This design comes from an exercise in tuning for small area and a short achievable clock period on the open sky130 flow, not from production work. At most, simulation tests tie the RTL to the original design; equivalence was not proved. No functional check of the RTL was part of run 1. No activity file was given, so power comes from the tool's default toggle rates.

**flow/config.mk**
```make
export PLATFORM = sky130hd
export DESIGN_NAME = matmul
export DESIGN_NICKNAME = matmul
export VERILOG_FILES = /design/flow/design.v
export SDC_FILE = /design/flow/constraint.sdc
export NUM_CORES = 4
export LEC_CHECK = 0
export CAP_MARGIN = 20
export CORE_MARGIN = 2
export CORE_UTILIZATION = 40
export SLEW_MARGIN = 20
export SYNTH_HIERARCHICAL = 1
export SYNTH_MINIMUM_KEEP_SIZE = 0
```
**flow/constraint.sdc**
```tcl
create_clock -name core_clock -period 10.0 [get_ports {clk}]
set_input_delay 2.0000 -clock core_clock [delete_from_list [all_inputs] [get_ports {clk}]]
set_output_delay 2.0000 -clock core_clock [all_outputs]
set_load 0.01 [all_outputs]
```
**flow/design.v**
```verilog
module matmul_fa (input logic a, input logic b, input logic c, output logic s, output logic co);
  assign s = a ^ b ^ c;
  assign co = (a & b) | (a & c) | (b & c);
endmodule
module matmul_and (input logic a, input logic b, output logic y);
  assign y = a & b;
endmodule
module matmul_aoi (input logic a1, input logic a2, input logic b1, output logic y);
  assign y = ~((a1 & a2) | b1);
endmodule
module matmul_maj (input logic a, input logic b, input logic c, output logic y);
  assign y = (a & b) | (a & c) | (b & c);
endmodule
module matmul_nand (input logic a, input logic b, output logic y);
  assign y = ~(a & b);
endmodule
module matmul_nand4 (input logic a, input logic b, input logic c, input logic d, output logic y);
  assign y = ~(a & b & c & d);
endmodule
module matmul_nor (input logic a, input logic b, output logic y);
  assign y = ~(a | b);
endmodule
module matmul_oai (input logic a1, input logic a2, input logic b1, output logic y);
  assign y = ~((a1 | a2) & b1);
endmodule
module matmul_or (input logic a, input logic b, output logic y);
  assign y = a | b;
endmodule
module matmul_xnor (input logic a, input logic b, output logic y);
  assign y = ~(a ^ b);
endmodule
module matmul_xor (input logic a, input logic b, output logic y);
  assign y = a ^ b;
endmodule
module matmul_dot2 (input logic [7:0] a0, input logic [7:0] b0,
                    input logic [7:0] a1, input logic [7:0] b1,
                    output logic [7:0] y);
  wire n1 = ~(a0[0] & b0[0]);
  wire n2 = ~(a1[0] & b1[0]);
  wire n3 = ~(a0[0] & b0[1]);
  wire n4 = ~(a0[1] & b0[0]);
  wire n5 = ~(a1[0] & b1[1]);
  wire n6 = ~(a1[1] & b1[0]);
  wire n7, n8;
  matmul_fa un7 (.a(n3), .b(n4), .c(n5), .s(n7), .co(n8));
  wire n9 = ~(a0[0] & b0[2]);
  wire n10 = ~(a0[1] & b0[1]);
  wire n11 = ~(a0[2] & b0[0]);
  wire n12 = ~(a1[0] & b1[2]);
  wire n13 = ~(a1[1] & b1[1]);
  wire n14 = ~(a1[2] & b1[0]);
  wire n15, n16;
  matmul_fa un15 (.a(n9), .b(n10), .c(n11), .s(n15), .co(n16));
  wire n17, n18;
  matmul_fa un17 (.a(n12), .b(n13), .c(n14), .s(n17), .co(n18));
  wire n19, n20;
  matmul_fa un19 (.a(n8), .b(n15), .c(n17), .s(n19), .co(n20));
  wire n21 = ~(a0[0] & b0[3]);
  wire n22 = ~(a0[1] & b0[2]);
  wire n23;
  matmul_xnor un23 (.a(n21), .b(n22), .y(n23));
  wire n24;
  matmul_nand4 un24 (.a(a0[0]), .b(b0[3]), .c(a0[1]), .d(b0[2]), .y(n24));
  wire n25 = ~(a0[2] & b0[1]);
  wire n26 = ~(a0[3] & b0[0]);
  wire n27 = ~(a1[0] & b1[3]);
  wire n28 = ~(a1[1] & b1[2]);
  wire n29 = ~(a1[2] & b1[1]);
  wire n30 = ~(a1[3] & b1[0]);
  wire n31, n32;
  matmul_fa un31 (.a(n25), .b(n26), .c(n27), .s(n31), .co(n32));
  wire n33, n34;
  matmul_fa un33 (.a(n28), .b(n29), .c(n30), .s(n33), .co(n34));
  wire n35, n36;
  matmul_fa un35 (.a(n23), .b(n16), .c(n18), .s(n35), .co(n36));
  wire n37;
  matmul_xor un37 (.a(n31), .b(n33), .y(n37));
  wire n38;
  matmul_xor un38 (.a(n37), .b(n35), .y(n38));
  wire n39;
  matmul_maj un39 (.a(n31), .b(n33), .c(n35), .y(n39));
  wire n40 = ~(a0[0] & b0[4]);
  wire n41 = ~(a0[1] & b0[3]);
  wire n42;
  matmul_xnor un42 (.a(n40), .b(n41), .y(n42));
  wire n43;
  matmul_nand4 un43 (.a(a0[0]), .b(b0[4]), .c(a0[1]), .d(b0[3]), .y(n43));
  wire n44 = ~(a0[2] & b0[2]);
  wire n45 = ~(a0[3] & b0[1]);
  wire n46 = ~(a0[4] & b0[0]);
  wire n47 = ~(a1[0] & b1[4]);
  wire n48 = ~(a1[1] & b1[3]);
  wire n49 = ~(a1[2] & b1[2]);
  wire n50 = ~(a1[3] & b1[1]);
  wire n51 = ~(a1[4] & b1[0]);
  wire n52, n53;
  matmul_fa un52 (.a(n44), .b(n45), .c(n46), .s(n52), .co(n53));
  wire n54, n55;
  matmul_fa un54 (.a(n47), .b(n48), .c(n49), .s(n54), .co(n55));
  wire n56, n57;
  matmul_fa un56 (.a(n50), .b(n51), .c(n24), .s(n56), .co(n57));
  wire n58, n59;
  matmul_fa un58 (.a(n42), .b(n32), .c(n34), .s(n58), .co(n59));
  wire n60, n61;
  matmul_fa un60 (.a(n52), .b(n54), .c(n56), .s(n60), .co(n61));
  wire n62;
  matmul_xor un62 (.a(n36), .b(n58), .y(n62));
  wire n63;
  matmul_xor un63 (.a(n62), .b(n60), .y(n63));
  wire n64;
  matmul_maj un64 (.a(n36), .b(n58), .c(n60), .y(n64));
  wire n65 = ~(a0[0] & b0[5]);
  wire n66 = ~(a0[1] & b0[4]);
  wire n67;
  matmul_xnor un67 (.a(n65), .b(n66), .y(n67));
  wire n68;
  matmul_nand4 un68 (.a(a0[0]), .b(b0[5]), .c(a0[1]), .d(b0[4]), .y(n68));
  wire n69 = ~(a0[2] & b0[3]);
  wire n70 = ~(a0[3] & b0[2]);
  wire n71 = ~(a0[4] & b0[1]);
  wire n72 = ~(a0[5] & b0[0]);
  wire n73 = ~(a1[0] & b1[5]);
  wire n74 = ~(a1[1] & b1[4]);
  wire n75 = ~(a1[2] & b1[3]);
  wire n76 = ~(a1[3] & b1[2]);
  wire n77 = ~(a1[4] & b1[1]);
  wire n78 = ~(a1[5] & b1[0]);
  wire n79, n80;
  matmul_fa un79 (.a(n69), .b(n70), .c(n71), .s(n79), .co(n80));
  wire n81, n82;
  matmul_fa un81 (.a(n72), .b(n73), .c(n74), .s(n81), .co(n82));
  wire n83, n84;
  matmul_fa un83 (.a(n75), .b(n76), .c(n77), .s(n83), .co(n84));
  wire n85, n86;
  matmul_fa un85 (.a(n78), .b(n43), .c(n67), .s(n85), .co(n86));
  wire n87, n88;
  matmul_fa un87 (.a(n53), .b(n55), .c(n57), .s(n87), .co(n88));
  wire n89, n90;
  matmul_fa un89 (.a(n79), .b(n81), .c(n83), .s(n89), .co(n90));
  wire n91;
  matmul_xor un91 (.a(n85), .b(n59), .y(n91));
  wire n92;
  matmul_xor un92 (.a(n91), .b(n61), .y(n92));
  wire n93;
  matmul_maj un93 (.a(n85), .b(n59), .c(n61), .y(n93));
  wire n94;
  matmul_xor un94 (.a(n87), .b(n89), .y(n94));
  wire n95;
  matmul_xor un95 (.a(n94), .b(n92), .y(n95));
  wire n96;
  matmul_maj un96 (.a(n87), .b(n89), .c(n92), .y(n96));
  wire n97 = ~(a0[0] & b0[6]);
  wire n98 = ~(a0[1] & b0[5]);
  wire n99;
  matmul_xnor un99 (.a(n97), .b(n98), .y(n99));
  wire n100;
  matmul_nand4 un100 (.a(a0[0]), .b(b0[6]), .c(a0[1]), .d(b0[5]), .y(n100));
  wire n101 = ~(a0[2] & b0[4]);
  wire n102 = ~(a0[3] & b0[3]);
  wire n103 = ~(a0[4] & b0[2]);
  wire n104 = ~(a0[5] & b0[1]);
  wire n105 = ~(a0[6] & b0[0]);
  wire n106 = ~(a1[0] & b1[6]);
  wire n107 = ~(a1[1] & b1[5]);
  wire n108 = ~(a1[2] & b1[4]);
  wire n109 = ~(a1[3] & b1[3]);
  wire n110 = ~(a1[4] & b1[2]);
  wire n111 = ~(a1[5] & b1[1]);
  wire n112 = ~(a1[6] & b1[0]);
  wire n113, n114;
  matmul_fa un113 (.a(n101), .b(n102), .c(n103), .s(n113), .co(n114));
  wire n115, n116;
  matmul_fa un115 (.a(n104), .b(n105), .c(n106), .s(n115), .co(n116));
  wire n117, n118;
  matmul_fa un117 (.a(n107), .b(n108), .c(n109), .s(n117), .co(n118));
  wire n119, n120;
  matmul_fa un119 (.a(n110), .b(n111), .c(n112), .s(n119), .co(n120));
  wire n121, n122;
  matmul_fa un121 (.a(n68), .b(n99), .c(n80), .s(n121), .co(n122));
  wire n123, n124;
  matmul_fa un123 (.a(n82), .b(n84), .c(n113), .s(n123), .co(n124));
  wire n125, n126;
  matmul_fa un125 (.a(n115), .b(n117), .c(n119), .s(n125), .co(n126));
  wire n127;
  matmul_xor un127 (.a(n86), .b(n88), .y(n127));
  wire n128;
  matmul_xor un128 (.a(n127), .b(n121), .y(n128));
  wire n129;
  matmul_maj un129 (.a(n86), .b(n88), .c(n121), .y(n129));
  wire n130;
  matmul_xor un130 (.a(n90), .b(n123), .y(n130));
  wire n131;
  matmul_xor un131 (.a(n130), .b(n125), .y(n131));
  wire n132;
  matmul_maj un132 (.a(n90), .b(n123), .c(n125), .y(n132));
  wire n133;
  matmul_xor un133 (.a(n128), .b(n93), .y(n133));
  wire n134;
  matmul_xor un134 (.a(n133), .b(n131), .y(n134));
  wire n135;
  matmul_maj un135 (.a(n128), .b(n93), .c(n131), .y(n135));
  wire n136 = ~(a0[0] & b0[7]);
  wire n137 = ~(a0[1] & b0[6]);
  wire n138 = ~(a0[2] & b0[5]);
  wire n139 = ~(a0[3] & b0[4]);
  wire n140 = ~(a0[4] & b0[3]);
  wire n141 = ~(a0[5] & b0[2]);
  wire n142 = ~(a0[6] & b0[1]);
  wire n143 = ~(a0[7] & b0[0]);
  wire n144 = ~(a1[0] & b1[7]);
  wire n145 = ~(a1[1] & b1[6]);
  wire n146 = ~(a1[2] & b1[5]);
  wire n147 = ~(a1[3] & b1[4]);
  wire n148 = ~(a1[4] & b1[3]);
  wire n149 = ~(a1[5] & b1[2]);
  wire n150 = ~(a1[6] & b1[1]);
  wire n151 = ~(a1[7] & b1[0]);
  wire n152;
  matmul_xor un152 (.a(n136), .b(n137), .y(n152));
  wire n153;
  matmul_xor un153 (.a(n138), .b(n139), .y(n153));
  wire n154;
  matmul_xor un154 (.a(n140), .b(n141), .y(n154));
  wire n155;
  matmul_xor un155 (.a(n142), .b(n143), .y(n155));
  wire n156;
  matmul_xor un156 (.a(n144), .b(n145), .y(n156));
  wire n157;
  matmul_xor un157 (.a(n146), .b(n147), .y(n157));
  wire n158;
  matmul_xor un158 (.a(n148), .b(n149), .y(n158));
  wire n159;
  matmul_xor un159 (.a(n150), .b(n151), .y(n159));
  wire n160;
  matmul_xor un160 (.a(n100), .b(n152), .y(n160));
  wire n161;
  matmul_xor un161 (.a(n153), .b(n154), .y(n161));
  wire n162;
  matmul_xor un162 (.a(n155), .b(n156), .y(n162));
  wire n163;
  matmul_xor un163 (.a(n157), .b(n158), .y(n163));
  wire n164;
  matmul_xor un164 (.a(n159), .b(n160), .y(n164));
  wire n165;
  matmul_xor un165 (.a(n161), .b(n162), .y(n165));
  wire n166;
  matmul_xor un166 (.a(n163), .b(n114), .y(n166));
  wire n167;
  matmul_xor un167 (.a(n116), .b(n118), .y(n167));
  wire n168;
  matmul_xor un168 (.a(n120), .b(n164), .y(n168));
  wire n169;
  matmul_xor un169 (.a(n165), .b(n166), .y(n169));
  wire n170;
  matmul_xor un170 (.a(n167), .b(n168), .y(n170));
  wire n171;
  matmul_xor un171 (.a(n169), .b(n122), .y(n171));
  wire n172;
  matmul_xor un172 (.a(n124), .b(n126), .y(n172));
  wire n173;
  matmul_xor un173 (.a(n170), .b(n171), .y(n173));
  wire n174;
  matmul_xor un174 (.a(n172), .b(n173), .y(n174));
  wire n175;
  matmul_xor un175 (.a(n129), .b(n132), .y(n175));
  wire n176;
  matmul_xor un176 (.a(n174), .b(n175), .y(n176));
  wire n177;
  matmul_xor un177 (.a(n135), .b(n176), .y(n177));
  wire n178;
  matmul_xor un178 (.a(n1), .b(n2), .y(n178));
  wire n179;
  matmul_or un179 (.a(n1), .b(n2), .y(n179));
  wire n180, n181;
  matmul_fa un180 (.a(n6), .b(n7), .c(n179), .s(n180), .co(n181));
  wire n182 = ~n180;
  wire n183;
  matmul_xor un183 (.a(n19), .b(n181), .y(n183));
  wire n184;
  matmul_or un184 (.a(n19), .b(n181), .y(n184));
  wire n185;
  matmul_xor un185 (.a(n20), .b(n38), .y(n185));
  wire n186;
  matmul_and un186 (.a(n20), .b(n38), .y(n186));
  wire n187;
  matmul_or un187 (.a(n20), .b(n38), .y(n187));
  wire n188;
  matmul_xnor un188 (.a(n185), .b(n184), .y(n188));
  wire n189;
  matmul_oai un189 (.a1(n186), .a2(n184), .b1(n187), .y(n189));
  wire n190;
  matmul_xor un190 (.a(n39), .b(n63), .y(n190));
  wire n191;
  matmul_nand un191 (.a(n39), .b(n63), .y(n191));
  wire n192;
  matmul_nor un192 (.a(n39), .b(n63), .y(n192));
  wire n193;
  matmul_xor un193 (.a(n190), .b(n189), .y(n193));
  wire n194;
  matmul_aoi un194 (.a1(n191), .a2(n189), .b1(n192), .y(n194));
  wire n195;
  matmul_xor un195 (.a(n64), .b(n95), .y(n195));
  wire n196;
  matmul_and un196 (.a(n64), .b(n95), .y(n196));
  wire n197;
  matmul_or un197 (.a(n64), .b(n95), .y(n197));
  wire n198;
  matmul_xnor un198 (.a(n195), .b(n194), .y(n198));
  wire n199;
  matmul_oai un199 (.a1(n196), .a2(n194), .b1(n197), .y(n199));
  wire n200;
  matmul_xor un200 (.a(n96), .b(n134), .y(n200));
  wire n201;
  matmul_nand un201 (.a(n96), .b(n134), .y(n201));
  wire n202;
  matmul_nor un202 (.a(n96), .b(n134), .y(n202));
  wire n203;
  matmul_xor un203 (.a(n200), .b(n199), .y(n203));
  wire n204;
  matmul_aoi un204 (.a1(n201), .a2(n199), .b1(n202), .y(n204));
  wire n205;
  matmul_xor un205 (.a(n177), .b(n204), .y(n205));
  assign y = {n205, n203, n198, n193, n188, n183, n182, n178};
endmodule
module matmul(A,B,y,clk);
    input logic [31:0] A;
    input logic [31:0] B;
    output logic [31:0] y;
    input logic clk;
    logic [7:0] y00, y01, y10, y11;
    matmul_dot2 u00 (.a0(A[31:24]), .b0(B[31:24]), .a1(A[23:16]), .b1(B[15:8]), .y(y00));
    matmul_dot2 u01 (.a0(A[31:24]), .b0(B[23:16]), .a1(A[23:16]), .b1(B[7:0]),  .y(y01));
    matmul_dot2 u10 (.a0(A[15:8]),  .b0(B[31:24]), .a1(A[7:0]),   .b1(B[15:8]), .y(y10));
    matmul_dot2 u11 (.a0(A[15:8]),  .b0(B[23:16]), .a1(A[7:0]),   .b1(B[7:0]),  .y(y11));
    always_ff @(posedge clk)
        y <= {y00, y01, y10, y11};
endmodule
```
**flow/flow/run.sh**
```bash
#!/bin/bash
# The standard layout (standard.sh) with two changes:
# - buffer_ports gives every port a sky130_fd_sc_hd__buf_6 buffer instead of the delay-buffer
#   cell it picks by default;
# - after global placement, flow/size2.tcl sets each cell that is not near-critical to the smallest drive strength
#   of its family that keeps the worst setup slack, and
#   gives the output ports buf_1 buffers.
# Each tool's full output is in the ORFS logs under orfs/logs; make's output
# is in standard.log.
set -e
export BUFFER_PORTS_ARGS="-buffer_cell sky130_fd_sc_hd__buf_6"
export POST_GLOBAL_PLACE_TCL="$(pwd)/flow/size2.tcl"
bash standard.sh  finish > standard.log 2>&1
```
**flow/flow/size2.tcl**
```tcl
set outbuf sky130_fd_sc_hd__buf_1
set n 0
foreach port [all_outputs] {
  set net [get_nets [get_full_name $port]]
  foreach pin [get_pins -of_objects $net -filter "direction == output"] {
    set inst [get_cells -of_objects $pin]
    set cell [get_property [get_property $inst liberty_cell] name]
    if {[string match "sky130_fd_sc_hd__buf_*" $cell] && $cell ne $outbuf} {
      replace_cell $inst $outbuf
      incr n
    }
  }
}
puts "size2.tcl: $n output port buffers set to $outbuf"
estimate_parasitics -placement

proc total_area {} {
  set a 0.0
  foreach i [[ord::get_db_block] getInsts] {
    set m [$i getMaster]
    if {[$m getType] eq "CORE"} { set a [expr {$a + [$m getWidth] * [$m getHeight] / 1e6}] }
  }
  return $a
}
puts [format "size2.tcl: start area %.1f wns %.3f" [total_area] [worst_slack -max]]
if {[info exists ::env(SIZE_MARGIN)] && $::env(SIZE_MARGIN) ne ""} {
  repair_timing -setup -setup_margin $::env(SIZE_MARGIN) -skip_last_gasp -verbose
  estimate_parasitics -placement
  puts [format "size2.tcl: after repair_timing area %.1f wns %.3f" [total_area] [worst_slack -max]]
}

set dont_use [expr {[info exists ::env(DONT_USE_CELLS)] ? $::env(DONT_USE_CELLS) : {}}]
array set fam {}
array set carea {}
foreach lc [get_lib_cells sky130_fd_sc_hd__*] {
  set name [get_name $lc]
  if {[lsearch -exact $dont_use $name] >= 0} continue
  if {![regexp {^(sky130_fd_sc_hd__[a-z0-9]+)_([0-9]+)$} $name -> base size]} continue
  set m [[ord::get_db] findMaster $name]
  if {$m eq "NULL"} continue
  set carea($name) [expr {[$m getWidth] * [$m getHeight] / 1e6}]
  lappend fam($base) $name
}
set skip_re {^sky130_fd_sc_hd__(dfxtp|dfxbp|dfrtp|tapvpwrvgnd|fill|decap|conb)}
set W [worst_slack -max]
set changed 0
foreach inst [get_cells *] {
  set lc [get_property $inst liberty_cell]
  if {$lc eq "" || $lc eq "NULL"} continue
  set cell [get_name $lc]
  if {[regexp $skip_re $cell]} continue
  if {![regexp {^(sky130_fd_sc_hd__[a-z0-9]+)_([0-9]+)$} $cell -> base size]} continue
  if {![info exists fam($base)]} continue
  set smaller {}
  foreach alt $fam($base) {
    if {$carea($alt) < $carea($cell) - 1e-6} { lappend smaller [list $carea($alt) $alt] }
  }
  if {![llength $smaller]} continue
  set s 1e9
  foreach pin [get_pins -of_objects $inst -filter "direction == output"] {
    set ps [get_property $pin slack_max]
    if {$ps ne "" && $ps < $s} { set s $ps }
  }
  if {$s < $W + 0.02} continue
  foreach pair [lsort -real -index 0 $smaller] {
    set alt [lindex $pair 1]
    replace_cell $inst $alt
    estimate_parasitics -placement
    if {[worst_slack -max] >= $W - 0.0005} { incr changed; set cell {}; break }
  }
  if {$cell ne {}} {
    replace_cell $inst $cell
    estimate_parasitics -placement
  }
}
puts [format "size2.tcl: downsized %d cells, area %.1f wns %.3f" $changed [total_area] [worst_slack -max]]
```
**flow/standard.sh**
```bash
#!/bin/bash
# synth_recipe.tcl (not shown) runs the flow's synth.tcl, then flattens the netlist and writes it again
# the make line also repeats each setting of config.mk as NAME=value (left out here)
make -C /OpenROAD-flow-scripts/flow DESIGN_CONFIG=/design/flow/config.mk WORK_HOME=/design/flow/orfs CLKGATE_MAP_FILE= SYNTH_SCRIPT=/design/flow/synth_recipe.tcl "${@:-finish}"
```
==> results of run 1 <==
-- cells in the mapped netlist (all sizes together) --
library cell  instances
o21ai                 8
fa                  104
a21oi                 8
or2                  16
xor2                196
nor2                  8
and2                  8
nand2               296
dfxtp                32
buf                  48
nand4                16
xnor2                24
inv                   4
maj3                 28
-- logic make-up after synthesis --
group,after synthesis
AOI/OAI and AO/OA,16
xor gates and xnor gates,220
adders and majority gates,132
buffers and inverters,52
DFF,32
and+or+nand+nor,344
-- metrics by stage --
stage	power [mW]	utilization, %	setup WS, ns	hold slack, ns	area (um2)
after CTS	1.39	44.2	5.58	2.08	7330
after detailed placement	1.23	43.3	5.28	2.38	7190
after global routing	1.51	44.2	5.32	2.12	7330
final	1.37	44.2	5.55	2.09	7330
after floorplan	1.29	-	5.52	2.30	6800
after global placement	1.34	47.3	5.32	2.35	7840
-- power by group --
group	internal (mW)	switching (mW)	leakage (nW)
Clock	0.0917	0.0613	0.0736
Combinational	0.437	0.569	2.38
Sequential	0.200	0.0148	0.270
Total	0.728	0.645	2.72
-- cell type report --
cell class,instances,area (um2)
Fill cell,1698,9250
Multi-Input combinational cell,712,5780
Sequential cell,32,641
Timing Repair Buffer,96,477
Tap cell,220,275
Clock buffer,5,125
Clock inverter,3,18.8
Inverter,4,15.0
-- per-module statistics from Yosys (local to each module, per instance) --
module,copies in the design,cell area [um2]
matmul_dot2,4,354
matmul_xnor,24,8.76
matmul_aoi,8,8.76
matmul,1,641
matmul_maj,28,11.3
matmul_nand,8,3.75
matmul_xor,196,8.76
matmul_nor,8,3.75
matmul_oai,8,5.00
matmul_fa,104,20.0
matmul_or,16,6.26
matmul_and,8,6.26
matmul_nand4,16,6.26
-- critical path: cells and delay by family --
| kind | cells | cell delay (ns) |
|---|---|---|
| XOR/XNOR | 3 | 0.68 |
| AND/OR/NAND/NOR | 2 | 0.31 |
| buffers and inverters | 1 | 0.27 |
| adder cells (fa/ha/maj) | 2 | 1.13 |
| AO/OA/AOI/OAI | 2 | 0.29 |
-- per-layer routing --
metal | vias to the layer above | part of all wire (%)
li1 | 2531 | -
met1 | 2570 | 46
met2 | 189 | 47
met3 | 23 | 5.6
met4 | 0 | 1.6
met5 | - | 0
-- worst paths after layout --
| kind | slack [ns] | end |
|---|---|---|
| worst max-delay path | 5.55 | y[15] |
| worst min-delay path | 2.09 | y[16] |
-- cells in the final DEF, fill, tap and decap left out, types with 5 or more instances in the layout --
cell type,synthesis,layout
o21ai_1,8,8
buf_2,16,21
nor2_1,8,8
xnor2_1,24,24
xor2_1,196,196
fa_1,104,104
or2_1,16,16
buf_4,32,18
maj3_1,0,25
clkbuf_16,0,5
and2_1,8,8
nand2_1,296,296
nand4_1,16,16
dfxtp_1,32,32
buf_1,0,54
==> impl_metrics.env, run 1 <==
export IMPL_status="no timing/DRC/antenna violations"
export IMPL_largest_register_ffs=32
export IMPL_synthTopCellsByArea="fa_1 (31%), xor2_1 (25%), nand2_1 (16%)"
export IMPL_dr_total_vias=5313
export IMPL_crit_slowest_cell="fa_1"
export IMPL_dp_final_hpwl_um=13700
export IMPL_grt_start_max_net_pins=25
export IMPL_yosysWarnings=7
export IMPL_leakagePower_nw=2.72
export IMPL_hold_viol=0
export IMPL_cts_hold_buf=0
export IMPL_crit_fanout=14
export IMPL_synth_area_leader_cell="fa_1"
export IMPL_cp_start_kind="input port"
export IMPL_cts_num_sinks=32
export IMPL_wire_per_inst_um=16.2
export IMPL_rsz0062_at_grt="no"
export IMPL_crit_path_start="B[27]"
export IMPL_vias_per_cell=4.96
export IMPL_dieArea_um2=18100
export IMPL_post_cts_resized=0
export IMPL_die_x_um=134
export IMPL_cts_max_level=2
export IMPL_overflow=0
export IMPL_maxCapViolations=0
export IMPL_antenna_found_initial=0
export IMPL_grtUsageMet3_pct=2.95
export IMPL_grt_pass1_wl_um=28500
export IMPL_clk_pin_slew_ns=0.06
export IMPL_ant_nets=0
export IMPL_nNetsFinal=1020
export IMPL_endpoint_kind="register"
export IMPL_grt_pass1_vias=5436
export IMPL_dp_cells=1064
export IMPL_antenna_cells=0
export IMPL_start_util_pct=41.0
export IMPL_synth_cells=796
export IMPL_rows=47
export IMPL_min_delay_start="A[24]"
export IMPL_drcViolationCount=0
export IMPL_boundaryPins=97
export IMPL_dr_pass1_iters=5
export IMPL_path_class="in2reg"
export IMPL_synthAdderAreaFrac_pct=35.2
export IMPL_fmax_ghz=0.225
export IMPL_post_cts_buffers=0
export IMPL_synth_compound_area_share_pct=1.62
export IMPL_cts_tree="done"
export IMPL_grt_use_met2_pct=33.6
export IMPL_drv_slew=0
export IMPL_syn_cell_area_um2=6800
export IMPL_die_y_um=134
export IMPL_synth_cell_types=15
export IMPL_cts_buffers=5
export IMPL_synth_xor_area_share_pct=28.3
export IMPL_cp_cell_sequence="buf_2 > nand2_1 > fa_1 > fa_1 > xor2_1 > xor2_1 > and2_1 > o21ai_1 > a21oi_2 > xor2_1"
export IMPL_layout_min_cycle_time_ns=4.45
export IMPL_hold_class="in2reg"
export IMPL_hold_depth=3
export IMPL_floorplan_core_area_um2=16600
export IMPL_top_usage_layer="met2"
export IMPL_synth_seq_cells=32
export IMPL_netlist_area_leader_share_pct=30.6
export IMPL_avgSynthCellArea_um2=8.54
export IMPL_cp_common_cell="xor2_1"
export IMPL_gr_usage_met1_pct=27.5
export IMPL_root_buffer="clkbuf_16"
export IMPL_clockBufferDepth=2
export IMPL_slowest_delay_ns=0.60
export IMPL_ys_seq_area_share_pct=9.42
export IMPL_synth_fp_nets=965
export IMPL_critPathArrivalTime_ns=4.67
export IMPL_finalSetupTns_ns=0
export IMPL_track_usage_pct=20.1
export IMPL_vdd_drop_max_mv=0.0781
export IMPL_setup_viol=0
export IMPL_synthMuxAreaShare_pct=0
export IMPL_worstPathRequired_ns=10.22
export IMPL_relSlewSlack_pct=65.4
export IMPL_synth_top_family_by_area="adder cells"
export IMPL_synth_simple_gate_area_share_pct=20.5
export IMPL_wirelength_um=17400
export IMPL_port_buffers=96
export IMPL_area_growth_pct=7.78
export IMPL_fin_cells=1072
export IMPL_tightest_slew_ns=0.518
export IMPL_drive_above_1_share_pct=6.69
export IMPL_cellPowerDensity_nw_per_um2=187
export IMPL_reg_largest_list="y: 32 flops"
export IMPL_drt_iter0_markers=302
export IMPL_fin_crit_sh_pct=44.5
export IMPL_regMostFlops="y"
==> run 2, diff against run 1 <==
--- a/flow/design.v
+++ b/flow/design.v
@@ -16,5 +16,2 @@
 endmodule
-module matmul_nand4 (input logic a, input logic b, input logic c, input logic d, output logic y);
-  assign y = ~(a & b & c & d);
-endmodule
 module matmul_nor (input logic a, input logic b, output logic y);
@@ -62,3 +59,3 @@
   wire n24;
-  matmul_nand4 un24 (.a(a0[0]), .b(b0[3]), .c(a0[1]), .d(b0[2]), .y(n24));
+  matmul_or un24 (.a(n21), .b(n22), .y(n24));
   wire n25 = ~(a0[2] & b0[1]);
@@ -86,3 +83,3 @@
   wire n43;
-  matmul_nand4 un43 (.a(a0[0]), .b(b0[4]), .c(a0[1]), .d(b0[3]), .y(n43));
+  matmul_or un43 (.a(n40), .b(n41), .y(n43));
   wire n44 = ~(a0[2] & b0[2]);
@@ -100,5 +97,5 @@
   wire n56, n57;
-  matmul_fa un56 (.a(n50), .b(n51), .c(n24), .s(n56), .co(n57));
+  matmul_fa un56 (.a(n50), .b(n51), .c(n42), .s(n56), .co(n57));
   wire n58, n59;
-  matmul_fa un58 (.a(n42), .b(n32), .c(n34), .s(n58), .co(n59));
+  matmul_fa un58 (.a(n24), .b(n32), .c(n34), .s(n58), .co(n59));
   wire n60, n61;
@@ -116,3 +113,3 @@
   wire n68;
-  matmul_nand4 un68 (.a(a0[0]), .b(b0[5]), .c(a0[1]), .d(b0[4]), .y(n68));
+  matmul_or un68 (.a(n65), .b(n66), .y(n68));
   wire n69 = ~(a0[2] & b0[3]);
@@ -134,7 +131,7 @@
   wire n85, n86;
-  matmul_fa un85 (.a(n78), .b(n43), .c(n67), .s(n85), .co(n86));
+  matmul_fa un85 (.a(n78), .b(n67), .c(n43), .s(n85), .co(n86));
   wire n87, n88;
-  matmul_fa un87 (.a(n53), .b(n55), .c(n57), .s(n87), .co(n88));
+  matmul_fa un87 (.a(n53), .b(n55), .c(n79), .s(n87), .co(n88));
   wire n89, n90;
-  matmul_fa un89 (.a(n79), .b(n81), .c(n83), .s(n89), .co(n90));
+  matmul_fa un89 (.a(n81), .b(n83), .c(n57), .s(n89), .co(n90));
   wire n91;
@@ -142,7 +139,7 @@
   wire n92;
-  matmul_xor un92 (.a(n91), .b(n61), .y(n92));
+  matmul_xor un92 (.a(n91), .b(n87), .y(n92));
   wire n93;
-  matmul_maj un93 (.a(n85), .b(n59), .c(n61), .y(n93));
+  matmul_maj un93 (.a(n85), .b(n59), .c(n87), .y(n93));
   wire n94;
-  matmul_xor un94 (.a(n87), .b(n89), .y(n94));
+  matmul_xor un94 (.a(n61), .b(n89), .y(n94));
   wire n95;
@@ -150,3 +147,3 @@
   wire n96;
-  matmul_maj un96 (.a(n87), .b(n89), .c(n92), .y(n96));
+  matmul_maj un96 (.a(n61), .b(n89), .c(n92), .y(n96));
   wire n97 = ~(a0[0] & b0[6]);
@@ -156,3 +153,3 @@
   wire n100;
-  matmul_nand4 un100 (.a(a0[0]), .b(b0[6]), .c(a0[1]), .d(b0[5]), .y(n100));
+  matmul_or un100 (.a(n97), .b(n98), .y(n100));
   wire n101 = ~(a0[2] & b0[4]);
@@ -178,3 +175,3 @@
   wire n121, n122;
-  matmul_fa un121 (.a(n68), .b(n99), .c(n80), .s(n121), .co(n122));
+  matmul_fa un121 (.a(n99), .b(n68), .c(n80), .s(n121), .co(n122));
   wire n123, n124;
@@ -184,9 +181,9 @@
   wire n127;
-  matmul_xor un127 (.a(n86), .b(n88), .y(n127));
+  matmul_xor un127 (.a(n86), .b(n121), .y(n127));
   wire n128;
-  matmul_xor un128 (.a(n127), .b(n121), .y(n128));
+  matmul_xor un128 (.a(n127), .b(n88), .y(n128));
   wire n129;
-  matmul_maj un129 (.a(n86), .b(n88), .c(n121), .y(n129));
+  matmul_maj un129 (.a(n86), .b(n121), .c(n88), .y(n129));
   wire n130;
-  matmul_xor un130 (.a(n90), .b(n123), .y(n130));
+  matmul_xor un130 (.a(n123), .b(n90), .y(n130));
   wire n131;
@@ -194,3 +191,3 @@
   wire n132;
-  matmul_maj un132 (.a(n90), .b(n123), .c(n125), .y(n132));
+  matmul_maj un132 (.a(n123), .b(n90), .c(n125), .y(n132));
   wire n133;
@@ -234,11 +231,11 @@
   wire n160;
-  matmul_xor un160 (.a(n100), .b(n152), .y(n160));
+  matmul_xor un160 (.a(n152), .b(n153), .y(n160));
   wire n161;
-  matmul_xor un161 (.a(n153), .b(n154), .y(n161));
+  matmul_xor un161 (.a(n154), .b(n155), .y(n161));
   wire n162;
-  matmul_xor un162 (.a(n155), .b(n156), .y(n162));
+  matmul_xor un162 (.a(n156), .b(n157), .y(n162));
   wire n163;
-  matmul_xor un163 (.a(n157), .b(n158), .y(n163));
+  matmul_xor un163 (.a(n158), .b(n159), .y(n163));
   wire n164;
-  matmul_xor un164 (.a(n159), .b(n160), .y(n164));
+  matmul_xor un164 (.a(n100), .b(n160), .y(n164));
   wire n165;
@@ -301,7 +298,7 @@
   wire n195;
-  matmul_xor un195 (.a(n64), .b(n95), .y(n195));
+  matmul_xor un195 (.a(n95), .b(n64), .y(n195));
   wire n196;
-  matmul_and un196 (.a(n64), .b(n95), .y(n196));
+  matmul_and un196 (.a(n95), .b(n64), .y(n196));
   wire n197;
-  matmul_or un197 (.a(n64), .b(n95), .y(n197));
+  matmul_or un197 (.a(n95), .b(n64), .y(n197));
   wire n198;
--- a/flow/config.mk
+++ b/flow/config.mk
@@ -9,3 +9,4 @@
 export CORE_MARGIN = 2
-export CORE_UTILIZATION = 40
+export CORE_UTILIZATION = 60
+export PLACE_DENSITY = 0.75
 export SLEW_MARGIN = 20
==> impl_metrics.env, run 2 <==
export IMPL_synth_cell_types=14
export IMPL_synth_seq_cells=32
export IMPL_avgSynthCellArea_um2=8.54
export IMPL_clockBufferDepth=2
export IMPL_min_to="y[24]"
export IMPL_synth_edff_count=0
export IMPL_layout_common_cells="nand2_1 (296), xor2_1 (196), fa_1 (104), buf_1 (51)"
export IMPL_ys_seq_area_share_pct=9.42
export IMPL_start_util_pct=62.2
export IMPL_synth_main_ff_cell="dfxtp_1"
export IMPL_relSlewSlack_pct=73.5
export IMPL_synth_fp_nets=965
export IMPL_rows=38
export IMPL_dieArea_um2=12200
export IMPL_cp_start_kind="input port"
export IMPL_area_growth_pct=7.95
export IMPL_status="no timing/DRC/antenna violations"
export IMPL_tightest_slew_ns=0.397
export IMPL_wl_met2_um=8220
export IMPL_hold_class="in2reg"
export IMPL_grt_pass1_vias=5743
export IMPL_cellPowerDensity_nw_per_um2=189
export IMPL_reg_largest_list="y: 32 flops"
export IMPL_antenna_cells=0
export IMPL_synthTopCellsByArea="fa_1 (31%), xor2_1 (25%), nand2_1 (16%)"
export IMPL_largest_register_ffs=32
export IMPL_syn_cell_area_um2=6800
export IMPL_die_x_um=110
export IMPL_drt_iter0_markers=385
export IMPL_drive_above_1_share_pct=7.76
export IMPL_cts_num_sinks=32
export IMPL_path_class="in2reg"
export IMPL_netlist_area_leader_share_pct=30.6
export IMPL_whs_ns=2.08
export IMPL_track_usage_pct=29.0
export IMPL_crit_fanout=14
export IMPL_layout_min_cycle_time_ns=4.38
export IMPL_top_layer="met4"
export IMPL_endpoint_kind="register"
export IMPL_synth_cells=796
export IMPL_p_total_mw=1.39
export IMPL_dr_total_vias=5537
export IMPL_hold_viol=0
export IMPL_dr_wl_met3_um=1750
export IMPL_wl_met1_um=7120
export IMPL_overflow=0
export IMPL_vdd_drop_max_mv=0.160
export IMPL_port_buffers=96
export IMPL_post_cts_resized=0
export IMPL_crit_slowest_cell="fa_1"
export IMPL_cp_cell_sequence="buf_6 > nand2_1 > xnor2_1 > fa_1 > fa_1 > xor2_1 > nand2_1 > a21oi_2 > o21ai_1 > a21oi_2 > xor2_1"
export IMPL_slowest_delay_ns=0.55
export IMPL_dp_cells=984
export IMPL_maxCapViolations=0
export IMPL_dp_final_hpwl_um=12900
export IMPL_root_buffer="clkbuf_16"
export IMPL_regMostFlops="y"
export IMPL_leakagePower_nw=2.77
export IMPL_min_delay_start="A[16]"
export IMPL_vias_per_cell=5.59
export IMPL_fill_cells=951
export IMPL_wire_per_inst_um=17.7
export IMPL_grt_pass1_wl_um=28200
export IMPL_async_flop_share_pct=0
export IMPL_worstPathRequired_ns=10.22
export IMPL_hold_depth=3
export IMPL_fin_crit_sh_pct=43.8
export IMPL_rsz0062_at_grt="no"
export IMPL_setup_viol=0
export IMPL_boundaryPins=97
export IMPL_fin_cells=991
export IMPL_cts_hold_buf=0
export IMPL_synth_area_leader_cell="fa_1"
export IMPL_drcViolationCount=0
export IMPL_floorplan_core_area_um2=10900
export IMPL_wirelength_um=17500
export IMPL_die_y_um=110
export IMPL_critPathArrivalTime_ns=4.60
export IMPL_fmax_ghz=0.228
export IMPL_dr_pass1_iters=5
export IMPL_cts_tree="done"
export IMPL_nNetsFinal=1020
export IMPL_final_common_cell="nand2_1"
export IMPL_finalSetupTns_ns=0
export IMPL_cts_buffers=5
export IMPL_clk_pin_slew_ns=0.06
export IMPL_grt_start_max_net_pins=17
export IMPL_antenna_found_initial=0
export IMPL_post_cts_buffers=0
export IMPL_synth_most_common_cell="nand2_1"
export IMPL_ant_nets=0
export IMPL_drv_slew=0
export IMPL_cts_max_level=2
export IMPL_yosysWarnings=7
export IMPL_synth_common_cells="nand2_1 (296), xor2_1 (196), fa_1 (104)"
## run 2: cell count changes after synthesis, sizes merged
cell	delta
nand4	-16
or2	+16
## run 2: Yosys stat by module (local to each module, per instance), excerpt
module	cell area, um2	flops+latches	cells inside
matmul_nand	3.75	0	1
matmul_xnor	8.76	0	1
matmul_xor	8.76	0	1
matmul_or	6.26	0	1
matmul_fa	20.0	0	1
matmul	641	32	32
matmul_nor	3.75	0	1
matmul_oai	5.00	0	1
matmul_aoi	8.76	0	1
## run 2: report_power, final
part | internal (mW) | switching [mW] | total (mW)
combinational | 0.447 | 0.571 | 1.02
sequential | 0.200 | 0.0128 | 0.213
clock | 0.104 | 0.0542 | 0.158
total | 0.751 | 0.638 | 1.39
## run 2: stage by stage
step | worst slack, ns | utilization (%) | instance area, um2
2_1_floorplan | 5.52 | - | 6800
3_3_place_gp | 5.45 | 70.8 | 7740
3_5_place_dp | 5.36 | 65.7 | 7190
4_1_cts | 5.65 | 67.1 | 7340
5_1_grt | 5.41 | 67.1 | 7340
6_report | 5.62 | 67.1 | 7340
## run 2: how the worst max path moves through the flow
stage / from / cells after the start / to
global placement: A[25] / 11 / y[23]
detailed placement: B[29] / 11 / y[31]
CTS: B[24] / 11 / y[31]
floorplan: A[8] / 12 / y[15]
global route: B[29] / 11 / y[31]
finish: A[25] / 11 / y[23]
## run 2: area by class of cell
type / count / area, um2 / area share (%)
clock buffers: 7 / 153 / 2.08
multi-input cells: 712 / 5800 / 78.9
inverters: 4 / 15.0 / 0.204
flip-flops and latches: 32 / 641 / 8.73
well taps: 140 / 175 / 2.39
repair buffers: 96 / 563 / 7.67
## run 2: cells by family after synthesis
kind of cell    Yosys count  synth area share [%]
flops                    32                  9.42
simple gates            344                  20.5
compound gates           16                  1.62
fa+ha+maj               132                  35.2
buf+inv                  52                  4.93
xor+xnor                220                  28.3
## run 2: worst max-delay path: cells and delay by family
kind	cells	cell delay, ns
AO/OA/AOI/OAI	3	0.52
adder cells (fa/ha/maj)	2	1.02
XOR/XNOR	3	0.66
AND/OR/NAND/NOR	2	0.23
buffers and inverters	1	0.15
## run 2: metal layers
metal	up-vias	GRT usage (%)
met1	2680	40.1
li1	2502	-
met2	322	47.4
met3	33	4.56
met5	-	0
met4	0	8.67
==> run 3, diff against run 2 <==
--- a/flow/config.mk
+++ b/flow/config.mk
@@ -9,4 +9,3 @@
 export CORE_MARGIN = 2
-export CORE_UTILIZATION = 60
-export PLACE_DENSITY = 0.75
+export CORE_UTILIZATION = 40
 export SLEW_MARGIN = 20
==> impl_metrics.env, run 3 <==
export IMPL_clk_pin_slew_ns=0.06
export IMPL_boundaryPins=97
export IMPL_area_growth_pct=9.11
export IMPL_whs_ns=2.05
export IMPL_synth_main_ff_cell="dfxtp_1"
export IMPL_grt_pass1_wl_um=27800
export IMPL_fin_crit_sh_pct=43.5
export IMPL_cts_buffers=5
export IMPL_regMostFlops="y"
export IMPL_drv_slew=0
export IMPL_ys_seq_area_share_pct=9.42
export IMPL_setup_viol=0
export IMPL_vdd_drop_max_mv=0.0828
export IMPL_wirelength_um=17100
export IMPL_synth_seq_cells=32
export IMPL_synth_area_leader_cell="fa_1"
export IMPL_largest_register_ffs=32
export IMPL_multiInputGateArea_um2=5790
export IMPL_cp_start_kind="input port"
export IMPL_hold_viol=0
export IMPL_port_buffers=96
export IMPL_syn_cell_area_um2=6800
export IMPL_die_y_um=134
export IMPL_cts_hold_buf=0
export IMPL_antenna_found_initial=0
export IMPL_synth_most_common_cell="nand2_1"
export IMPL_fill_cells=1730
export IMPL_clockBufferDepth=2
export IMPL_rows=47
export IMPL_final_common_cell="nand2_1"
export IMPL_cts_tree="done"
export IMPL_dp_final_hpwl_um=13300
export IMPL_root_buffer="clkbuf_16"
export IMPL_fmax_ghz=0.230
export IMPL_cellPowerDensity_nw_per_um2=184
export IMPL_relSlewSlack_pct=79.5
export IMPL_hold_class="in2reg"
export IMPL_rsz0062_at_grt="no"
export IMPL_post_cts_resized=0
export IMPL_p_total_mw=1.37
export IMPL_leakagePower_nw=2.76
export IMPL_grt_pass1_vias=5508
export IMPL_async_flop_share_pct=0
export IMPL_layout_common_cells="nand2_1 (296), xor2_1 (196), fa_1 (104), buf_1 (51)"
export IMPL_critPathArrivalTime_ns=4.52
export IMPL_drive_above_1_share_pct=7.64
export IMPL_netlist_area_leader_share_pct=30.6
export IMPL_floorplan_core_area_um2=16600
export IMPL_crit_fanout=8
export IMPL_nNetsFinal=1020
export IMPL_avgSynthCellArea_um2=8.54
export IMPL_drt_iter0_markers=319
export IMPL_post_cts_buffers=0
export IMPL_yosysWarnings=7
export IMPL_reg_largest_list="y: 32 flops"
export IMPL_synth_cells=796
export IMPL_synth_edff_count=0
export IMPL_cts_num_sinks=32
export IMPL_synthTopCellsByArea="fa_1 (31%), xor2_1 (25%), nand2_1 (16%)"
export IMPL_start_util_pct=41.0
export IMPL_maxCapViolations=0
export IMPL_place_area_um2=7290
export IMPL_tightest_slew_ns=0.307
export IMPL_synth_common_cells="nand2_1 (296), xor2_1 (196), fa_1 (104)"
export IMPL_finalSetupTns_ns=0
export IMPL_dieArea_um2=18100
export IMPL_antenna_cells=0
export IMPL_path_class="in2reg"
export IMPL_cts_max_level=2
export IMPL_dr_pass1_iters=5
export IMPL_ant_nets=0
export IMPL_worstPathRequired_ns=10.17
export IMPL_regArea_um2=641
export IMPL_synth_cell_types=14
export IMPL_die_x_um=134
export IMPL_grt_start_max_net_pins=17
export IMPL_layout_min_cycle_time_ns=4.35
export IMPL_drcViolationCount=0
export IMPL_synth_fp_nets=965
export IMPL_vias_per_cell=4.93
export IMPL_status="no timing/DRC/antenna violations"
export IMPL_track_usage_pct=19.7
export IMPL_final_area_um2=7420
export IMPL_overflow=0
export IMPL_dr_total_vias=5276
export IMPL_wire_per_inst_um=15.9
export IMPL_endpoint_kind="register"
## run 3: cell counts after synthesis
Identical to the previous run, type by type.
## run 3: cell families after synthesis
group                      after synthesis  synth area share (%)
AOI/OAI and AO/OA                       16                  1.62
buffers and inverters                   52                  4.93
DFF                                     32                  9.42
xor gates and xnor gates               220                  28.3
and+or+nand+nor                        344                  20.5
adders and majority gates              132                  35.2
## run 3: final timing paths
kind    end  slack [ns]  cells past startpoint  start
min    y[8]        2.05                      3   A[8]
max   y[23]        5.65                     10  B[20]
## run 3: modules after synthesis, one instance, submodules excluded, excerpt
module | copies in the design | area [um2] | flops+latches
matmul_maj | 28 | 11.3 | 0
matmul_nor | 8 | 3.75 | 0
matmul_and | 8 | 6.26 | 0
matmul_dot2 | 4 | 354 | 0
matmul_fa | 104 | 20.0 | 0
matmul_xnor | 24 | 8.76 | 0
## run 3: critical path, stage by stage
cell and delay (ns):
buf_2 0.19, nand2_1 0.11, xnor2_1 0.25, fa_1 0.50
fa_1 0.49, maj3_2 0.35, or2_1 0.23, o21ai_1 0.15
a21oi_2 0.09, xor2_1 0.16
## run 3: final cells by class
type | count | area share (%)
inverters | 4 | 0.202
multi-input cells | 712 | 78.0
clock inverters | 1 | 0.0674
flip-flops and latches | 32 | 8.63
clock buffers | 6 | 1.74
well taps | 220 | 3.71
repair buffers | 96 | 7.62
## run 3: routing by layer
| layer | wire length (um) | vias up | share of wire (%) | global-route usage [%] |
|---|---|---|---|---|
| li1 | - | 2498 | - | - |
| met4 | 280 | 0 | 1.6 | 5.38 |
| met2 | 8120 | 163 | 48 | 33.1 |
| met1 | 7620 | 2596 | 45 | 26.6 |
| met5 | 0 | - | 0 | 0 |
| met3 | 1070 | 19 | 6.2 | 2.99 |
## run 3: metrics by stage
stage | cells | util (%) | worst slack, ns
floorplan | 796 | - | 5.52
global placement | 1064 | 47.3 | 5.43
detailed placement | 1064 | 43.9 | 5.39
CTS | 1071 | 44.7 | 5.69
global route | 1071 | 44.7 | 5.44
finish | 1071 | 44.7 | 5.65
## run 3: power breakdown
group          internal (mW)  total [mW]  switching [mW]
logic                  0.446        1.00           0.558
clock network         0.0905       0.150          0.0591
registers              0.200       0.213          0.0128
total                  0.736        1.37           0.630
==> run 4, diff against run 3 <==
--- a/flow/config.mk
+++ b/flow/config.mk
@@ -10,2 +10,3 @@
 export CORE_UTILIZATION = 40
+export CTS_BUF_LIST = sky130_fd_sc_hd__clkbuf_4 sky130_fd_sc_hd__clkbuf_8
 export SLEW_MARGIN = 20
==> impl_metrics.env, run 4 <==
export IMPL_status="no timing/DRC/antenna violations"
export IMPL_place_area_um2=7290
export IMPL_cts_max_level=2
export IMPL_setup_viol=0
export IMPL_post_cts_buffers=0
export IMPL_cts_tree="done"
export IMPL_largest_register_ffs=32
export IMPL_synth_seq_cells=32
export IMPL_finalSetupTns_ns=0
export IMPL_grt_pass1_vias=5494
export IMPL_wire_per_inst_um=15.9
export IMPL_die_y_um=134
export IMPL_rsz0062_at_grt="no"
export IMPL_clk_pin_slew_ns=0.08
export IMPL_ant_nets=0
export IMPL_maxCapViolations=0
export IMPL_synthTopCellsByArea="fa_1 (31%), xor2_1 (25%), nand2_1 (16%)"
export IMPL_netlist_area_leader_share_pct=30.6
export IMPL_reg_largest_list="y: 32 flops"
export IMPL_cts_num_sinks=32
export IMPL_path_class="in2reg"
export IMPL_boundaryPins=97
export IMPL_final_area_um2=7370
export IMPL_cp_cell_sequence="buf_2 > nand2_1 > xnor2_1 > fa_1 > fa_1 > maj3_2 > or2_1 > o21ai_1 > a21oi_2 > xor2_1"
export IMPL_final_common_cell="nand2_1"
export IMPL_leakagePower_nw=2.74
export IMPL_worstPathRequired_ns=10.20
export IMPL_dr_total_vias=5280
export IMPL_dieArea_um2=18100
export IMPL_synth_edff_count=0
export IMPL_synth_area_leader_cell="fa_1"
export IMPL_hold_class="in2reg"
export IMPL_wirelength_um=17000
export IMPL_regMostFlops="y"
export IMPL_drive_above_1_share_pct=7.76
export IMPL_min_delay_start="A[8]"
export IMPL_crit_fanout=8
export IMPL_root_buffer="clkbuf_8"
export IMPL_fin_crit_sh_pct=43.1
export IMPL_vdd_drop_max_mv=0.0826
export IMPL_synth_common_cells="nand2_1 (296), xor2_1 (196), fa_1 (104)"
export IMPL_clockBufferDepth=2
export IMPL_synth_cell_types=14
export IMPL_cts_hold_buf=0
export IMPL_avgSynthCellArea_um2=8.54
export IMPL_hold_depth=3
export IMPL_rows=47
export IMPL_cp_start_kind="input port"
export IMPL_ys_seq_area_share_pct=9.42
export IMPL_syn_cell_area_um2=6800
export IMPL_layout_min_cycle_time_ns=4.31
export IMPL_track_usage_pct=19.7
export IMPL_drcViolationCount=0
export IMPL_synth_cells=796
export IMPL_cts_buffers=5
export IMPL_critPathBufInv=1
export IMPL_synth_most_common_cell="nand2_1"
export IMPL_antenna_cells=0
export IMPL_grtUsageMet3_pct=2.80
export IMPL_fmax_ghz=0.232
export IMPL_critPathArrivalTime_ns=4.51
export IMPL_port_buffers=96
export IMPL_grt_use_met2_pct=33.3
export IMPL_yosysWarnings=7
export IMPL_gr_usage_met1_pct=26.7
export IMPL_fill_cells=1736
export IMPL_nNetsFinal=1020
export IMPL_vias_per_cell=4.93
export IMPL_async_flop_share_pct=0
export IMPL_dr_pass1_iters=5
export IMPL_antenna_found_initial=0
export IMPL_hold_viol=0
export IMPL_synth_fp_nets=965
export IMPL_tightest_slew_ns=0.300
export IMPL_area_growth_pct=8.33
export IMPL_layout_common_cells="nand2_1 (296), xor2_1 (196), fa_1 (104), buf_1 (51)"
export IMPL_post_cts_resized=0
export IMPL_path_delay_family="adder cells"
export IMPL_cellPowerDensity_nw_per_um2=179
export IMPL_crit_slowest_cell="fa_1"
export IMPL_floorplan_core_area_um2=16600
export IMPL_drt_iter0_markers=321
export IMPL_grt_start_max_net_pins=17
export IMPL_endpoint_kind="register"
export IMPL_min_to="y[8]"
export IMPL_grt_pass1_wl_um=27700
export IMPL_start_util_pct=41.0
export IMPL_synth_main_ff_cell="dfxtp_1"
export IMPL_cp_common_cell="fa_1"
export IMPL_die_x_um=134
export IMPL_top_usage_layer="met2"
export IMPL_relSlewSlack_pct=79.9
export IMPL_drv_slew=0
export IMPL_slowest_delay_ns=0.50
export IMPL_dp_final_hpwl_um=13300
export IMPL_overflow=0
==> run 4: cell types whose count changed in the layout (fill, tap and decap cells not counted) <==
cell	change
clkbuf_16	-5
clkbuf_1	-1
clkbuf_4	+1
clkbuf_8	+5
==> run 4: per-module statistics from Yosys, one instance, submodules excluded, excerpt <==
module / cell area [um2] / copies in the design / cells
matmul_maj: 11.3 / 28 / 1
matmul_xor: 8.76 / 196 / 1
matmul_dot2: 354 / 4 / 85
matmul_and: 6.26 / 8 / 1
matmul_xnor: 8.76 / 24 / 1
matmul_nor: 3.75 / 8 / 1
matmul_nand: 3.75 / 8 / 1
==> run 4: how the worst max path moves through the flow <==
| stage | startpoint | endpoint | slack [ns] | cells past startpoint |
|---|---|---|---|---|
| after floorplan | A[8] | y[15] | 5.52 | 12 |
| after global placement | A[8] | y[15] | 5.43 | 11 |
| after detailed placement | B[27] | y[31] | 5.39 | 11 |
| after CTS | B[27] | y[31] | 5.72 | 11 |
| after global routing | A[26] | y[23] | 5.47 | 11 |
| final | B[20] | y[23] | 5.69 | 10 |
==> run 4: cell type report <==
cell class | instances | area (um2) | area share (%)
Clock buffer | 6 | 76.3 | 1.04
Timing Repair Buffer | 96 | 566 | 7.68
Clock inverter | 1 | 5.00 | 0.0679
Tap cell | 220 | 275 | 3.74
Sequential cell | 32 | 641 | 8.69
Inverter | 4 | 15.0 | 0.204
Multi-Input combinational cell | 712 | 5790 | 78.6
==> run 4: kinds of logic after synthesis <==
group                      share of synthesized area (%)
buffers and inverters                               4.93
xor gates and xnor gates                            28.3
DFF                                                 9.42
AOI/OAI and AO/OA                                   1.62
adders and majority gates                           35.2
and+or+nand+nor                                     20.5
==> run 4: report_power, final <==
group          internal, mW  switching (mW)
clock                0.0501          0.0540
combinational         0.445           0.557
sequential            0.199          0.0128
total                 0.695           0.624
==> run 4: routing by layer <==
metal | up-vias | routed length [um]
met2 | 153 | 8160
li1 | 2497 | -
met3 | 15 | 979
met1 | 2615 | 7600
met4 | 0 | 246
met5 | - | 0
==> run 4: per-stage QoR <==
| step | instances | worst slack (ns) | utilization, % | hold WS [ns] | power, mW |
|---|---|---|---|---|---|
| after floorplan | 796 | 5.52 | - | 2.30 | 1.30 |
| after global placement | 1064 | 5.43 | 47.3 | 2.35 | 1.33 |
| after detailed placement | 1064 | 5.39 | 43.9 | 2.35 | 1.24 |
| after CTS | 1071 | 5.72 | 44.4 | 2.01 | 1.35 |
| after global routing | 1071 | 5.47 | 44.4 | 2.03 | 1.46 |
| final | 1071 | 5.69 | 44.4 | 2.03 | 1.32 |
==> run 5, diff against run 4 <==
--- a/flow/config.mk
+++ b/flow/config.mk
@@ -10,3 +10,5 @@
 export CORE_UTILIZATION = 40
-export CTS_BUF_LIST = sky130_fd_sc_hd__clkbuf_4 sky130_fd_sc_hd__clkbuf_8
+export CTS_BUF_LIST = sky130_fd_sc_hd__clkbuf_8
+export CTS_CLUSTER_DIAMETER = 200
+export CTS_CLUSTER_SIZE = 32
 export SLEW_MARGIN = 20
==> impl_metrics.env, run 5 <==
export IMPL_crit_path_start="B[28]"
export IMPL_root_buffer="clkbuf_8"
export IMPL_synthTopCellsByArea="fa_1 (31%), xor2_1 (25%), nand2_1 (16%)"
export IMPL_vias_per_cell=4.93
export IMPL_synth_seq_cells=32
export IMPL_rows=47
export IMPL_rsz0062_at_grt="no"
export IMPL_avgSynthCellArea_um2=8.54
export IMPL_min_to="y[8]"
export IMPL_hold_class="in2reg"
export IMPL_yosysWarnings=7
export IMPL_dr_pass1_iters=5
export IMPL_boundaryPins=97
export IMPL_grt_use_met2_pct=33.3
export IMPL_cellPowerDensity_nw_per_um2=179
export IMPL_fmax_ghz=0.232
export IMPL_layout_min_cycle_time_ns=4.31
export IMPL_synth_edff_count=0
export IMPL_drcViolationCount=0
export IMPL_drive_above_1_share_pct=7.64
export IMPL_hold_depth=3
export IMPL_cts_buffers=5
export IMPL_track_usage_pct=19.7
export IMPL_port_buffers=96
export IMPL_reg_largest_list="y: 32 flops"
export IMPL_cts_num_sinks=32
export IMPL_nNetsFinal=1020
export IMPL_maxCapViolations=0
export IMPL_grtUsageMet3_pct=2.80
export IMPL_final_common_cell="nand2_1"
export IMPL_path_class="in2reg"
export IMPL_synth_fp_nets=965
export IMPL_grt_pass1_vias=5494
export IMPL_clockBufferDepth=2
export IMPL_fin_crit_sh_pct=43.1
export IMPL_regMostFlops="y"
export IMPL_layout_common_cells="nand2_1 (296), xor2_1 (196), fa_1 (104), buf_1 (51)"
export IMPL_start_util_pct=41.0
export IMPL_wirelength_um=17000
export IMPL_vdd_drop_max_mv=0.0826
export IMPL_finalSetupTns_ns=0
export IMPL_clk_pin_slew_ns=0.08
export IMPL_antenna_cells=0
export IMPL_hold_viol=0
export IMPL_worstPathRequired_ns=10.19
export IMPL_fin_cells=1071
export IMPL_synth_most_common_cell="nand2_1"
export IMPL_ant_nets=0
export IMPL_async_flop_share_pct=0
export IMPL_cts_max_level=2
export IMPL_tightest_slew_ns=0.307
export IMPL_relSlewSlack_pct=79.6
export IMPL_gr_usage_met1_pct=26.7
export IMPL_top_usage_layer="met2"
export IMPL_dr_total_vias=5276
export IMPL_grt_start_max_net_pins=17
export IMPL_drt_iter0_markers=321
export IMPL_cp_start_kind="input port"
export IMPL_area_growth_pct=8.28
export IMPL_min_delay_start="A[8]"
export IMPL_post_cts_resized=0
export IMPL_netlist_area_leader_share_pct=30.6
export IMPL_synth_cell_types=14
export IMPL_syn_cell_area_um2=6800
export IMPL_synth_area_leader_cell="fa_1"
export IMPL_dp_cells=1064
export IMPL_crit_fanout=8
export IMPL_critPathArrivalTime_ns=4.49
export IMPL_cts_hold_buf=0
export IMPL_dp_final_hpwl_um=13300
export IMPL_wire_per_inst_um=15.9
export IMPL_synth_common_cells="nand2_1 (296), xor2_1 (196), fa_1 (104)"
export IMPL_largest_register_ffs=32
export IMPL_post_cts_buffers=0
export IMPL_status="no timing/DRC/antenna violations"
export IMPL_endpoint_kind="register"
export IMPL_p_total_mw=1.32
export IMPL_dieArea_um2=18100
export IMPL_leakagePower_nw=2.74
export IMPL_drv_slew=0
export IMPL_die_y_um=134
export IMPL_synth_main_ff_cell="dfxtp_1"
export IMPL_setup_viol=0
export IMPL_ys_seq_area_share_pct=9.42
export IMPL_cts_tree="done"
export IMPL_synth_cells=796
export IMPL_die_x_um=134
export IMPL_antenna_found_initial=0
export IMPL_overflow=0
export IMPL_floorplan_core_area_um2=16600
export IMPL_grt_pass1_wl_um=27700
[run 5: cell counts after synthesis]
No cell type changed its count.
[run 5: modules after synthesis (local to each module, per instance), a selection]
| module | cells inside | copies in the design |
|---|---|---|
| matmul_xor | 1 | 196 |
| matmul_aoi | 1 | 8 |
| matmul_and | 1 | 8 |
| matmul_dot2 | 85 | 4 |
| matmul_maj | 1 | 28 |
| matmul_fa | 1 | 104 |
| matmul_oai | 1 | 8 |
| matmul_xnor | 1 | 24 |
| matmul | 32 | 1 |
| matmul_nand | 1 | 8 |
[run 5: layout make-up]
type | instances | area, um2
Timing Repair Buffer | 96 | 566
Clock inverter | 2 | 8.76
Sequential cell | 32 | 641
Clock buffer | 5 | 68.8
Tap cell | 220 | 275
Inverter | 4 | 15.0
Multi-Input combinational cell | 712 | 5790
Fill cell | 1736 | 9220
[run 5: report_power, final]
| part | switching (mW) | internal [mW] |
|---|---|---|
| Clock | 0.0542 | 0.0463 |
| Combinational | 0.557 | 0.445 |
| Sequential | 0.0128 | 0.199 |
[run 5: critical path, cell delays in order]
cell and delay, ns:
buf_2 0.19, nand2_1 0.12, xnor2_1 0.19, fa_1 0.46, fa_1 0.49, maj3_1 0.40, or2_1 0.24, o21ai_1 0.12
a21oi_1 0.11, xor2_1 0.16
[run 5: cells by family after synthesis]
| kind of cell | count (synthesis) | synth area share (%) |
|---|---|---|
| compound gates | 16 | 1.62 |
| xor+xnor | 220 | 28.3 |
| fa+ha+maj | 132 | 35.2 |
| buf+inv | 52 | 4.93 |
| flops | 32 | 9.42 |
| simple gates | 344 | 20.5 |
[run 5: how the worst max path moves through the flow]
stage,slack (ns),cells after the start,end
6_report,5.69,10,y[31]
2_1_floorplan,5.52,12,y[15]
5_1_grt,5.47,11,y[23]
4_1_cts,5.72,11,y[31]
3_5_place_dp,5.39,11,y[31]
3_3_place_gp,5.43,11,y[15]
[run 5: routing by layer]
metal  share of wire [%]  wire [um]  vias to the layer above
met3                 5.7        964                       19
met2                  48       8100                      159
li1                    -          -                     2497
met4                 1.5        254                        0
met1                  45       7660                     2601
met5                   0          0                        -
[run 5: through the flow]
step | setup slack [ns] | area (um2) | utilization, % | hold WS (ns)
6_report | 5.69 | 7360 | 44.4 | 2.03
5_1_grt | 5.47 | 7360 | 44.4 | 2.03
4_1_cts | 5.72 | 7360 | 44.4 | 2.01
3_5_place_dp | 5.39 | 7290 | 43.9 | 2.35
3_3_place_gp | 5.43 | 7840 | 47.3 | 2.35
2_1_floorplan | 5.52 | 6800 | - | 2.30
==> run 6, diff against run 5 <==
--- a/flow/config.mk
+++ b/flow/config.mk
@@ -11,4 +11,2 @@
 export CTS_BUF_LIST = sky130_fd_sc_hd__clkbuf_8
-export CTS_CLUSTER_DIAMETER = 200
-export CTS_CLUSTER_SIZE = 32
 export SLEW_MARGIN = 20
==> impl_metrics.env, run 6 <==
export IMPL_cts_hold_buf=0
export IMPL_finalSetupTns_ns=0
export IMPL_largest_register_ffs=32
export IMPL_dp_final_hpwl_um=13300
export IMPL_netlist_area_leader_share_pct=30.6
export IMPL_critPathBufInv=1
export IMPL_hold_viol=0
export IMPL_synth_most_common_cell="nand2_1"
export IMPL_avgSynthCellArea_um2=8.54
export IMPL_crit_slowest_cell="fa_1"
export IMPL_p_total_mw=1.32
export IMPL_rows=47
export IMPL_tightest_slew_ns=0.307
export IMPL_start_util_pct=41.0
export IMPL_fin_crit_sh_pct=43.1
export IMPL_track_usage_pct=19.7
export IMPL_area_growth_pct=8.28
export IMPL_endpoint_kind="register"
export IMPL_path_delay_family="adder cells"
export IMPL_dr_pass1_iters=5
export IMPL_relSlewSlack_pct=79.6
export IMPL_synth_cells=796
export IMPL_cp_common_cell="fa_1"
export IMPL_overflow=0
export IMPL_leakagePower_nw=2.74
export IMPL_synth_area_leader_cell="fa_1"
export IMPL_boundaryPins=97
export IMPL_floorplan_core_area_um2=16600
export IMPL_grt_pass1_vias=5494
export IMPL_fin_cells=1071
export IMPL_regMostFlops="y"
export IMPL_die_x_um=134
export IMPL_final_util_pct=44.4
export IMPL_drcViolationCount=0
export IMPL_die_y_um=134
export IMPL_yosysWarnings=7
export IMPL_nNetsFinal=1020
export IMPL_drt_iter0_markers=321
export IMPL_reg_largest_list="y: 32 flops"
export IMPL_cellPowerDensity_nw_per_um2=179
export IMPL_ys_seq_area_share_pct=9.42
export IMPL_port_buffers=96
export IMPL_clockBufferDepth=2
export IMPL_cts_tree="done"
export IMPL_grt_start_max_net_pins=17
export IMPL_post_cts_resized=0
export IMPL_cts_buffers=5
export IMPL_critPathArrivalTime_ns=4.49
export IMPL_drv_slew=0
export IMPL_status="no timing/DRC/antenna violations"
export IMPL_syn_cell_area_um2=6800
export IMPL_path_class="in2reg"
export IMPL_synth_fp_nets=965
export IMPL_rsz0062_at_grt="no"
export IMPL_antenna_cells=0
export IMPL_setup_viol=0
export IMPL_dieArea_um2=18100
export IMPL_synth_edff_count=0
export IMPL_layout_common_cells="nand2_1 (296), xor2_1 (196), fa_1 (104), buf_1 (51)"
export IMPL_final_common_cell="nand2_1"
export IMPL_root_buffer="clkbuf_8"
export IMPL_ant_nets=0
export IMPL_place_area_um2=7290
export IMPL_wire_per_inst_um=15.9
export IMPL_vdd_drop_max_mv=0.0826
export IMPL_synth_common_cells="nand2_1 (296), xor2_1 (196), fa_1 (104)"
export IMPL_synth_cell_types=14
export IMPL_vias_per_cell=4.93
export IMPL_crit_fanout=8
export IMPL_drive_above_1_share_pct=7.64
export IMPL_dp_cells=1064
export IMPL_layout_min_cycle_time_ns=4.31
export IMPL_synth_seq_cells=32
export IMPL_cts_num_sinks=32
export IMPL_slowest_delay_ns=0.49
export IMPL_hold_class="in2reg"
export IMPL_clk_pin_slew_ns=0.08
export IMPL_dr_total_vias=5276
export IMPL_final_area_um2=7360
export IMPL_wirelength_um=17000
export IMPL_maxCapViolations=0
export IMPL_antenna_found_initial=0
export IMPL_post_cts_buffers=0
export IMPL_worstPathRequired_ns=10.19
export IMPL_synth_main_ff_cell="dfxtp_1"
export IMPL_cp_cell_sequence="buf_2 > nand2_1 > xnor2_1 > fa_1 > fa_1 > maj3_1 > or2_1 > o21ai_1 > a21oi_1 > xor2_1"
export IMPL_grt_pass1_wl_um=27700
export IMPL_cp_start_kind="input port"
export IMPL_fmax_ghz=0.232
export IMPL_cts_max_level=2
export IMPL_async_flop_share_pct=0
export IMPL_synthTopCellsByArea="fa_1 (31%), xor2_1 (25%), nand2_1 (16%)"
[run 6: cell counts after synthesis]
Identical to the previous run, type by type.
[run 6: area by class of cell]
cell class              instances  area, um2
clock buffers                   5       68.8
flip-flops and latches         32        641
clock inverters                 2       8.76
repair buffers                 96        566
inverters                       4       15.0
multi-input cells             712       5790
well taps                     220        275
fillers                      1736       9220
[run 6: path summary, 6_finish.rpt]
check / startpoint / endpoint / cells past startpoint / slack, ns
max: B[28] / y[31] / 10 / 5.69
min: A[8] / y[8] / 3 / 2.03
[run 6: kinds of logic after synthesis]
| family | after synthesis | share of synthesized area [%] |
|---|---|---|
| buffers and inverters | 52 | 4.93 |
| AO/OA/AOI/OAI | 16 | 1.62 |
| adder cells (fa/ha/maj) | 132 | 35.2 |
| flip-flops | 32 | 9.42 |
| XOR/XNOR | 220 | 28.3 |
| AND/OR/NAND/NOR | 344 | 20.5 |
[run 6: Yosys stat by module (local to each module, per instance), a selection]
module	flip-flops and latches	cells inside
matmul_oai	0	1
matmul_maj	0	1
matmul_aoi	0	1
matmul	32	32
matmul_fa	0	1
matmul_xnor	0	1
matmul_nand	0	1
matmul_and	0	1
matmul_dot2	0	85
matmul_xor	0	1
matmul_or	0	1
[run 6: per-layer routing]
| layer | share of wire (%) | track usage (%) | up-vias |
|---|---|---|---|
| li1 | - | - | 2497 |
| met1 | 45 | 26.7 | 2601 |
| met2 | 48 | 33.3 | 159 |
| met3 | 5.7 | 2.80 | 19 |
| met4 | 1.5 | 4.80 | 0 |
| met5 | 0 | 0 | - |
[run 6: power by group]
| part | leakage (nW) | internal [mW] | switching, mW | total [mW] |
|---|---|---|---|---|
| sequential | 0.270 | 0.199 | 0.0128 | 0.212 |
| clock | 0.0452 | 0.0463 | 0.0542 | 0.100 |
| combinational | 2.42 | 0.445 | 0.557 | 1.00 |
| total | 2.74 | 0.691 | 0.624 | 1.32 |
[run 6: metrics by stage]
step	setup slack, ns	hold WS, ns
CTS	5.72	2.01
global placement	5.43	2.35
finish	5.69	2.03
detailed placement	5.39	2.35
floorplan	5.52	2.30
global route	5.47	2.03

[re-timing with driven ports]
How much do the figures lean on ideal ports? The routed layouts below were timed once more, with nothing changed but the port constraints.
Step 1 sets driving cells, clkbuf_16 on the clock port and buf_2 on the other inputs (assumed; they add their load-dependent delay and slew).
Step 2 times the ports against the registers' clock, not the clock port: input delays grow and output delays shrink by t, the midpoint of the rising clock arrivals with the driver on.
a / b / c = no drivers / after step 1 / after step 2; a / b = the first two.
run	t (ns)	setup slack, ns	latest minus earliest clock arrival (ns)	slew at the worst register clock pin (ns)
run 1	0.329	5.553 / 5.572 / 5.244	0.011 / 0.011	0.06 / 0.06
run 2	0.312	5.618 / 5.615 / 5.302	0.009 / 0.009	0.06 / 0.06
run 3	0.332	5.652 / 5.663 / 5.331	0.007 / 0.007	0.06 / 0.06
run 4	0.345	5.689 / 5.695 / 5.351	0.012 / 0.013	0.08 / 0.08
run 5	0.345	5.694 / 5.707 / 5.363	0.013 / 0.013	0.08 / 0.08
run 6	0.345	5.694 / 5.707 / 5.363	0.013 / 0.013	0.08 / 0.08
After both steps every run listed still meets setup and hold. The setup slack of run 4, which loses most, moves by +0.006 ns with the drivers and by -0.338 ns with both steps.
